Context: an optimization exercise on an open-source flow, tuned for a short achievable clock period and few clock cycles. The choices shown serve that exercise and are no tape-out recipe.
Function was checked by simulation only, so behaviour that the tests miss may differ from the original.

==> inputs of trial 20 <==
## cpu
module cpu #(
  parameter PC_INITIAL = 12'h0F
)
(
  input clk,
  input rst,
  output reg mem_write,
  output reg [31:0] to_mem,
  output reg [11:0] mem_addr,
  input [31:0] from_mem,
  output reg halted
);
clock: 10.0 ns
lec_check: 0
abc_clock_period_in_ps: 3000
cap_margin: 30
core_margin: 2
core_utilization: 40
setup_slack_margin: 5
slew_margin: 30
standard.sh (not shown) runs the stock make flow with config.mk's settings and CLKGATE_MAP_FILE= SYNTH_SCRIPT=/design/flow/synth_recipe.tcl, a recipe that flattens the netlist after the stock synthesis.
==> flow/flow/run.sh <==
#!/bin/bash
set -euo pipefail
MARGIN=$(cat flow/margin.txt)
bash standard.sh SETUP_SLACK_MARGIN=$MARGIN finish > standard_flow.log 2>&1
==> flow/flow/margin.txt <==
6.5
==> inputs of build 93, as changes to trial 20 <==
--- a/flow/design.v
+++ b/flow/design.v
@@ -25,13 +25,14 @@
   reg [15:0] ld_rd;     
   reg        d_bpred;   
   reg [15:0] btb_v;
   reg [7:0]  btb_tag [0:15];
   reg [11:0] btb_tgt [0:15];
-  reg [63:0] ic_v;
-  reg [5:0]  ic_tag [0:63];
-  reg [31:0] ic_data [0:63];
+  reg [11:0] btb_tgt1 [0:15];   
+  reg [31:0] ic_v;
+  reg [6:0]  ic_tag [0:31];
+  reg [31:0] ic_data [0:31];
   reg [31:0] ic_q;      
   reg        ic_hit;    
   reg        r_valid;
   reg        r_ldimm, r_ldmem, r_st, r_br, r_xor, r_add, r_rot, r_shf,
              r_hlt, r_cmp, r_we, r_pred;
@@ -44,11 +45,11 @@
   reg [31:0] w_data;
   reg        e_valid;
   reg        e_ldimm, e_st, e_br, e_xor, e_add, e_rot, e_shf, e_hlt, e_cmp,
              e_we, e_pred;
   reg [2:0]  e_cc;
-  reg [11:0] e_dst, e_fall, e_pc, e_dst1, e_fall1;
+  reg [11:0] e_dst, e_fall, e_pc, e_dst1, e_fall1, e_dst2, e_fall2;
   reg [15:0] e_rd;
   reg [31:0] e_a, e_b;
   reg [4:0]  e_amt;     
   reg [31:0] e_mask;    
   wire [31:0] sum;
@@ -79,12 +80,23 @@
       default: cond = !f_n;
     endcase
   end
   wire e_go       = e_valid & !halted;
   wire e_redirect = e_go & e_br & (cond != e_pred);     
-  wire [11:0] e_target  = cond ? e_dst : e_fall;
-  wire [11:0] e_target1 = cond ? e_dst1 : e_fall1;
+  wire        ht_dst  = ic_v[e_dst[4:0]] && (ic_tag[e_dst[4:0]] == e_dst[11:5]);
+  wire        ht_fall = ic_v[e_fall[4:0]] && (ic_tag[e_fall[4:0]] == e_fall[11:5]);
+  wire [31:0] hd_dst  = ic_data[e_dst[4:0]];
+  wire [31:0] hd_fall = ic_data[e_fall[4:0]];
+  wire [11:0] ta_dst  = ht_dst ? e_dst1 : e_dst;
+  wire [11:0] ta_fall = ht_fall ? e_fall1 : e_fall;
+  wire [11:0] tf_dst  = ht_dst ? e_dst2 : e_dst1;
+  wire [11:0] tf_fall = ht_fall ? e_fall2 : e_fall1;
+  wire [11:0] e_target = cond ? e_dst : e_fall;
+  wire        t_hit    = cond ? ht_dst : ht_fall;
+  wire [11:0] t_addr   = cond ? ta_dst : ta_fall;
+  wire [11:0] t_fpc    = cond ? tf_dst : tf_fall;
+  wire [31:0] t_ins    = cond ? hd_dst : hd_fall;
   wire e_store    = e_go & e_st;
   wire e_halt     = e_go & e_hlt;
   wire e_wr       = e_go & e_we;
   wire stop       = e_halt | halted;
   wire squash     = e_redirect | stop;
@@ -119,10 +131,23 @@
   wire port_e  = e_store | stop;
   wire r_issue = r_valid & r_ldmem & !stall & !port_e;
   wire r_adv   = r_valid & !stall & !r_ldmem;           
   wire r_free  = !r_valid | r_adv | r_issue;
   wire [31:0] d_ins = d_ic ? ic_q : from_mem;
+  function le12;
+    input [11:0] x;
+    input [11:0] y;
+    reg [11:0] lt, eq;
+    integer i;
+    begin
+      lt = ~x & y;
+      eq = ~(x ^ y);
+      le12 = 1'b1;
+      for (i = 0; i < 12; i = i + 1)
+        le12 = lt[i] | (eq[i] & le12);
+    end
+  endfunction
   wire [3:0]  d_op  = d_ins[31:28];
   wire        d_s   = d_ins[27];
   wire [2:0]  d_cc  = d_ins[26:24];
   wire [11:0] d_src = d_ins[23:12];
   wire [11:0] d_dst = d_ins[11:0];
@@ -142,38 +167,41 @@
   wire d_replay = d_drop & !port_r;
   wire q_issue  = d_take & !port_r & !stall & !(r_valid & r_st);
   wire q_pred   = d_take & !port_r & !d_bpred;
   wire i_issue  = d_ic & q_issue & (ic_q[31:27] == 5'b00010);
   wire i_pred   = d_ic & q_pred & (ic_q[31:28] == 4'b0011) &
-                  ((ic_q[26:24] == 3'd0) | (ic_q[11:0] <= pc_d));
+                  ((ic_q[26:24] == 3'd0) | le12(ic_q[11:0], pc_d));
   wire m_issue  = !d_ic & q_issue & (from_mem[31:27] == 5'b00010);
   wire m_pred   = !d_ic & q_pred & (from_mem[31:28] == 4'b0011) &
-                  ((from_mem[26:24] == 3'd0) | (from_mem[11:0] <= pc_d));
+                  ((from_mem[26:24] == 3'd0) | le12(from_mem[11:0], pc_d));
   wire d_issue  = i_issue | m_issue;
   wire d_pred   = i_pred | m_pred;
   wire [3:0]  f_idx = mem_addr[3:0];
-  wire        f_hit = pk_fetch & btb_v[f_idx] & (btb_tag[f_idx] == mem_addr[11:4]);
-  wire [11:0] f_tgt = btb_tgt[f_idx];
-  wire [5:0]  c_idx = fpc[5:0];
+  wire        f_hitm = btb_v[f_idx] & (btb_tag[f_idx] == mem_addr[11:4]);
+  wire [3:0]  g_idx = fpc[3:0];
+  wire        f_hitc = btb_v[g_idx] & (btb_tag[g_idx] == fpc[11:4]);
+  wire        f_hit = pk_fetch ? f_hitm : (ic_go & f_hitc);
+  wire [11:0] f_tgt = pk_fetch ? btb_tgt[f_idx] : btb_tgt[g_idx];
+  wire [4:0]  c_idx = fpc[4:0];
   wire        ic_go = (pk_load | mem_write) & !halted & ic_hit;
   wire [11:0] fpc_p1   = fpc + 12'd1;
   wire [11:0] fpc_p2   = fpc + 12'd2;
   wire [11:0] pcd_p1   = pc_d + 12'd1;
-  wire [11:0] ftgt_p1  = f_tgt + 12'd1;
+  wire [11:0] ftgt_p1  = pk_fetch ? btb_tgt1[f_idx] : btb_tgt1[g_idx];
   wire [11:0] idst_p1  = ic_q[11:0] + 12'd1;
   wire [11:0] mdst_p1  = from_mem[11:0] + 12'd1;
   wire [11:0] fa       = ic_go ? fpc_p1 : fpc;    
   wire [11:0] fa_p1    = ic_go ? fpc_p2 : fpc_p1;
   function hit_next;
     input [11:0] x;
     begin
-      if (mem_write && mem_addr[5:0] == x[5:0])
+      if (mem_write && mem_addr[4:0] == x[4:0])
         hit_next = 1'b0;
-      else if (dk_fetch && pc_d[5:0] == x[5:0])
-        hit_next = (pc_d[11:6] == x[11:6]);
+      else if (dk_fetch && pc_d[4:0] == x[4:0])
+        hit_next = (pc_d[11:5] == x[11:5]);
       else
-        hit_next = ic_v[x[5:0]] && (ic_tag[x[5:0]] == x[11:6]);
+        hit_next = ic_v[x[4:0]] && (ic_tag[x[4:0]] == x[11:5]);
     end
   endfunction
   wire hn_pcd  = hit_next(pc_d);
   wire hn_fpc  = hit_next(fpc);
   wire ic_hit_n = d_drop ? hn_pcd : (!ic_go & hn_fpc);
@@ -235,24 +263,24 @@
       e_valid   <= 1'b0;
       w_wr      <= 1'b0;
       halted    <= 1'b0;
       d_bpred   <= 1'b0;
     end else begin
-      d_valid  <= (pk_fetch | ic_go) & !squash & !d_pred & !d_drop;
-      d_ic     <= ic_go;
+      d_valid  <= e_redirect ? t_hit : ((pk_fetch | ic_go) & !stop & !d_pred & !d_drop);
+      d_ic     <= e_redirect | ic_go;
       ic_hit   <= ic_hit_n;
-      dk_fetch <= pk_fetch;
+      dk_fetch <= pk_fetch & !e_redirect;
       ld_data  <= pk_load & !squash;
-      pc_d     <= ic_go ? fpc : mem_addr;
+      pc_d     <= e_redirect ? e_target : ic_go ? fpc : mem_addr;
       if (e_halt)
         halted <= 1'b1;
       mem_write <= e_store;
       if (e_store)
         to_mem <= e_b;
       if (e_redirect) begin
-        mem_addr <= e_target;
-        fpc      <= e_target1;
+        mem_addr <= t_addr;
+        fpc      <= t_fpc;
         pk_fetch <= 1'b1;
         pk_load  <= 1'b0;
         d_bpred  <= 1'b0;
       end else begin
         mem_addr <= n_addr;
@@ -304,38 +332,41 @@
     e_we    <= r_we;
     e_pred  <= r_pred;
     e_cc    <= r_cc;
     e_dst   <= r_dst;
     e_dst1  <= r_dst + 12'd1;
+    e_dst2  <= r_dst + 12'd2;
     e_fall  <= r_pc + 12'd1;
     e_fall1 <= r_pc + 12'd2;
+    e_fall2 <= r_pc + 12'd3;
     e_pc    <= r_pc;
     e_rd    <= r_rd;
     e_a     <= a_val;
     e_b     <= b_val;
     e_amt   <= r_amt;
     e_mask  <= r_mask;
   end
   always @(posedge clk) begin
-    ic_q <= ic_data[c_idx];
+    ic_q <= e_redirect ? t_ins : ic_data[c_idx];
     if (dk_fetch) begin
-      ic_tag[pc_d[5:0]]  <= pc_d[11:6];
-      ic_data[pc_d[5:0]] <= from_mem;
+      ic_tag[pc_d[4:0]]  <= pc_d[11:5];
+      ic_data[pc_d[4:0]] <= from_mem;
     end
   end
   always @(posedge clk) begin
     if (rst)
-      ic_v <= 64'b0;
+      ic_v <= 32'b0;
     else if (mem_write)
-      ic_v[mem_addr[5:0]] <= 1'b0;
+      ic_v[mem_addr[4:0]] <= 1'b0;
     else if (dk_fetch)
-      ic_v[pc_d[5:0]] <= 1'b1;
+      ic_v[pc_d[4:0]] <= 1'b1;
   end
   always @(posedge clk) begin
     if (!rst & e_go & e_br) begin
       btb_tag[e_pc[3:0]] <= e_pc[11:4];
       btb_tgt[e_pc[3:0]] <= e_dst;
+      btb_tgt1[e_pc[3:0]] <= e_dst1;
     end
   end
   always @(posedge clk) begin
     if (rst)
       btb_v <= 16'b0;
==> flow/flow/margin.txt (replaced) <==
7.5
--- a/flow/config.mk
+++ b/flow/config.mk
@@ -6,8 +6,8 @@
 export NUM_CORES = 4
 export LEC_CHECK = 0
 export ABC_CLOCK_PERIOD_IN_PS = 3000
 export CAP_MARGIN = 30
 export CORE_MARGIN = 2
-export CORE_UTILIZATION = 40
+export CORE_UTILIZATION = 45
 export SETUP_SLACK_MARGIN = 5
 export SLEW_MARGIN = 30
==> inputs of build 11, as changes to trial 20 <==
--- a/flow/design.v
+++ b/flow/design.v
@@ -25,13 +25,14 @@
   reg [15:0] ld_rd;     
   reg        d_bpred;   
   reg [15:0] btb_v;
   reg [7:0]  btb_tag [0:15];
   reg [11:0] btb_tgt [0:15];
-  reg [63:0] ic_v;
-  reg [5:0]  ic_tag [0:63];
-  reg [31:0] ic_data [0:63];
+  reg [11:0] btb_tgt1 [0:15];   
+  reg [31:0] ic_v;
+  reg [6:0]  ic_tag [0:31];
+  reg [31:0] ic_data [0:31];
   reg [31:0] ic_q;      
   reg        ic_hit;    
   reg        r_valid;
   reg        r_ldimm, r_ldmem, r_st, r_br, r_xor, r_add, r_rot, r_shf,
              r_hlt, r_cmp, r_we, r_pred;
@@ -44,11 +45,11 @@
   reg [31:0] w_data;
   reg        e_valid;
   reg        e_ldimm, e_st, e_br, e_xor, e_add, e_rot, e_shf, e_hlt, e_cmp,
              e_we, e_pred;
   reg [2:0]  e_cc;
-  reg [11:0] e_dst, e_fall, e_pc, e_dst1, e_fall1;
+  reg [11:0] e_dst, e_fall, e_pc, e_dst1, e_fall1, e_dst2, e_fall2;
   reg [15:0] e_rd;
   reg [31:0] e_a, e_b;
   reg [4:0]  e_amt;     
   reg [31:0] e_mask;    
   wire [31:0] sum;
@@ -79,12 +80,23 @@
       default: cond = !f_n;
     endcase
   end
   wire e_go       = e_valid & !halted;
   wire e_redirect = e_go & e_br & (cond != e_pred);     
-  wire [11:0] e_target  = cond ? e_dst : e_fall;
-  wire [11:0] e_target1 = cond ? e_dst1 : e_fall1;
+  wire        ht_dst  = ic_v[e_dst[4:0]] && (ic_tag[e_dst[4:0]] == e_dst[11:5]);
+  wire        ht_fall = ic_v[e_fall[4:0]] && (ic_tag[e_fall[4:0]] == e_fall[11:5]);
+  wire [31:0] hd_dst  = ic_data[e_dst[4:0]];
+  wire [31:0] hd_fall = ic_data[e_fall[4:0]];
+  wire [11:0] ta_dst  = ht_dst ? e_dst1 : e_dst;
+  wire [11:0] ta_fall = ht_fall ? e_fall1 : e_fall;
+  wire [11:0] tf_dst  = ht_dst ? e_dst2 : e_dst1;
+  wire [11:0] tf_fall = ht_fall ? e_fall2 : e_fall1;
+  wire [11:0] e_target = cond ? e_dst : e_fall;
+  wire        t_hit    = cond ? ht_dst : ht_fall;
+  wire [11:0] t_addr   = cond ? ta_dst : ta_fall;
+  wire [11:0] t_fpc    = cond ? tf_dst : tf_fall;
+  wire [31:0] t_ins    = cond ? hd_dst : hd_fall;
   wire e_store    = e_go & e_st;
   wire e_halt     = e_go & e_hlt;
   wire e_wr       = e_go & e_we;
   wire stop       = e_halt | halted;
   wire squash     = e_redirect | stop;
@@ -149,31 +161,34 @@
   wire m_pred   = !d_ic & q_pred & (from_mem[31:28] == 4'b0011) &
                   ((from_mem[26:24] == 3'd0) | (from_mem[11:0] <= pc_d));
   wire d_issue  = i_issue | m_issue;
   wire d_pred   = i_pred | m_pred;
   wire [3:0]  f_idx = mem_addr[3:0];
-  wire        f_hit = pk_fetch & btb_v[f_idx] & (btb_tag[f_idx] == mem_addr[11:4]);
-  wire [11:0] f_tgt = btb_tgt[f_idx];
-  wire [5:0]  c_idx = fpc[5:0];
+  wire        f_hitm = btb_v[f_idx] & (btb_tag[f_idx] == mem_addr[11:4]);
+  wire [3:0]  g_idx = fpc[3:0];
+  wire        f_hitc = btb_v[g_idx] & (btb_tag[g_idx] == fpc[11:4]);
+  wire        f_hit = pk_fetch ? f_hitm : (ic_go & f_hitc);
+  wire [11:0] f_tgt = pk_fetch ? btb_tgt[f_idx] : btb_tgt[g_idx];
+  wire [4:0]  c_idx = fpc[4:0];
   wire        ic_go = (pk_load | mem_write) & !halted & ic_hit;
   wire [11:0] fpc_p1   = fpc + 12'd1;
   wire [11:0] fpc_p2   = fpc + 12'd2;
   wire [11:0] pcd_p1   = pc_d + 12'd1;
-  wire [11:0] ftgt_p1  = f_tgt + 12'd1;
+  wire [11:0] ftgt_p1  = pk_fetch ? btb_tgt1[f_idx] : btb_tgt1[g_idx];
   wire [11:0] idst_p1  = ic_q[11:0] + 12'd1;
   wire [11:0] mdst_p1  = from_mem[11:0] + 12'd1;
   wire [11:0] fa       = ic_go ? fpc_p1 : fpc;    
   wire [11:0] fa_p1    = ic_go ? fpc_p2 : fpc_p1;
   function hit_next;
     input [11:0] x;
     begin
-      if (mem_write && mem_addr[5:0] == x[5:0])
+      if (mem_write && mem_addr[4:0] == x[4:0])
         hit_next = 1'b0;
-      else if (dk_fetch && pc_d[5:0] == x[5:0])
-        hit_next = (pc_d[11:6] == x[11:6]);
+      else if (dk_fetch && pc_d[4:0] == x[4:0])
+        hit_next = (pc_d[11:5] == x[11:5]);
       else
-        hit_next = ic_v[x[5:0]] && (ic_tag[x[5:0]] == x[11:6]);
+        hit_next = ic_v[x[4:0]] && (ic_tag[x[4:0]] == x[11:5]);
     end
   endfunction
   wire hn_pcd  = hit_next(pc_d);
   wire hn_fpc  = hit_next(fpc);
   wire ic_hit_n = d_drop ? hn_pcd : (!ic_go & hn_fpc);
@@ -235,24 +250,24 @@
       e_valid   <= 1'b0;
       w_wr      <= 1'b0;
       halted    <= 1'b0;
       d_bpred   <= 1'b0;
     end else begin
-      d_valid  <= (pk_fetch | ic_go) & !squash & !d_pred & !d_drop;
-      d_ic     <= ic_go;
+      d_valid  <= e_redirect ? t_hit : ((pk_fetch | ic_go) & !stop & !d_pred & !d_drop);
+      d_ic     <= e_redirect | ic_go;
       ic_hit   <= ic_hit_n;
-      dk_fetch <= pk_fetch;
+      dk_fetch <= pk_fetch & !e_redirect;
       ld_data  <= pk_load & !squash;
-      pc_d     <= ic_go ? fpc : mem_addr;
+      pc_d     <= e_redirect ? e_target : ic_go ? fpc : mem_addr;
       if (e_halt)
         halted <= 1'b1;
       mem_write <= e_store;
       if (e_store)
         to_mem <= e_b;
       if (e_redirect) begin
-        mem_addr <= e_target;
-        fpc      <= e_target1;
+        mem_addr <= t_addr;
+        fpc      <= t_fpc;
         pk_fetch <= 1'b1;
         pk_load  <= 1'b0;
         d_bpred  <= 1'b0;
       end else begin
         mem_addr <= n_addr;
@@ -304,38 +319,41 @@
     e_we    <= r_we;
     e_pred  <= r_pred;
     e_cc    <= r_cc;
     e_dst   <= r_dst;
     e_dst1  <= r_dst + 12'd1;
+    e_dst2  <= r_dst + 12'd2;
     e_fall  <= r_pc + 12'd1;
     e_fall1 <= r_pc + 12'd2;
+    e_fall2 <= r_pc + 12'd3;
     e_pc    <= r_pc;
     e_rd    <= r_rd;
     e_a     <= a_val;
     e_b     <= b_val;
     e_amt   <= r_amt;
     e_mask  <= r_mask;
   end
   always @(posedge clk) begin
-    ic_q <= ic_data[c_idx];
+    ic_q <= e_redirect ? t_ins : ic_data[c_idx];
     if (dk_fetch) begin
-      ic_tag[pc_d[5:0]]  <= pc_d[11:6];
-      ic_data[pc_d[5:0]] <= from_mem;
+      ic_tag[pc_d[4:0]]  <= pc_d[11:5];
+      ic_data[pc_d[4:0]] <= from_mem;
     end
   end
   always @(posedge clk) begin
     if (rst)
-      ic_v <= 64'b0;
+      ic_v <= 32'b0;
     else if (mem_write)
-      ic_v[mem_addr[5:0]] <= 1'b0;
+      ic_v[mem_addr[4:0]] <= 1'b0;
     else if (dk_fetch)
-      ic_v[pc_d[5:0]] <= 1'b1;
+      ic_v[pc_d[4:0]] <= 1'b1;
   end
   always @(posedge clk) begin
     if (!rst & e_go & e_br) begin
       btb_tag[e_pc[3:0]] <= e_pc[11:4];
       btb_tgt[e_pc[3:0]] <= e_dst;
+      btb_tgt1[e_pc[3:0]] <= e_dst1;
     end
   end
   always @(posedge clk) begin
     if (rst)
       btb_v <= 16'b0;
==> flow/flow/margin.txt (replaced) <==
7.5
--- a/flow/config.mk
+++ b/flow/config.mk
@@ -6,8 +6,8 @@
 export NUM_CORES = 4
 export LEC_CHECK = 0
 export ABC_CLOCK_PERIOD_IN_PS = 3000
 export CAP_MARGIN = 30
 export CORE_MARGIN = 2
-export CORE_UTILIZATION = 40
+export CORE_UTILIZATION = 45
 export SETUP_SLACK_MARGIN = 5
 export SLEW_MARGIN = 30
==> flow_metrics.env <==
export IMPL_outcome="timing/DRC/antenna clean"
export IMPL_dp_slack_ns=4.287
export IMPL_nNonClkInverters=137
export IMPL_worstHoldEndpoint="e_hlt"
export IMPL_buffers=1215
export IMPL_numCtsBuffers=318
export IMPL_tightest_slew_ns=1.133
export IMPL_largest_reg_flops=1024
export IMPL_crit_path_end_kind="flip-flop"
export IMPL_grt_usage=0.3804
export IMPL_syn_num_nets=10139
export IMPL_syn_area_per_cell_um2=15.23
export IMPL_power_combinational_mw=6.92
Source of the figures above: build 11

==> flow_metrics.env <==
export IMPL_outcome="timing/DRC/antenna clean"
export IMPL_syn_num_nets=10401
export IMPL_grt_usage=0.2732
export IMPL_numCtsBuffers=395
export IMPL_largest_reg_flops=2048
export IMPL_crit_path_end_kind="output pin"
export IMPL_buffers=602
Source of the figures above: trial 20

==> flow_metrics.env <==
export IMPL_outcome="timing/DRC/antenna clean"
export IMPL_worstHoldEndpoint="e_cc[0]"
export IMPL_tightest_slew_ns=1.090
export IMPL_dp_slack_ns=4.342
export IMPL_crit_path_end_kind="flip-flop"
export IMPL_nNonClkInverters=128
export IMPL_largest_reg_flops=1024
export IMPL_syn_num_nets=10356
export IMPL_power_combinational_mw=6.42
export IMPL_syn_area_per_cell_um2=14.88
Source of the figures above: build 93

Testbench counts of trial 20, summed over its fixed seeds: cycles 83,961.
Testbench counts of build 93, summed over its fixed seeds: cycles 81,722.
Testbench counts of build 11, summed over its fixed seeds: cycles 81,722.

-- re-timing with driven ports --
In the flow no input, the clock included, has a driving cell. The finished layouts below were timed again as built, in two steps.
Step 1 assumes that a clkbuf_16 drives the clock port and a buf_2 every other input.
Step 2 adds t to the input delays and takes it off the output delays; t is the mean of the earliest and latest rising clock arrival at the registers after step 1. Input paths then give back, and output paths get back, about the clock's delay inside the block.
a / b / c = ideal / step 1 / step 2; a / b = the first two.
| run | t (ns) | setup WS [ns] | worst data-port slew with drivers (ns) |
|---|---|---|---|
| trial 20 | 1.080 | 6.258 / 6.144 / 5.091 | 0.56 |
| build 93 | 1.060 | 6.133 / 6.133 / 5.361 | 0.40 |
| build 11 | 1.060 | 6.196 / 6.196 / 5.205 | 0.30 |
After both steps setup and hold are still met in every run listed. For trial 20, which loses most, drivers alone change the setup slack by -0.114 ns; drivers and shift together by -1.167 ns.
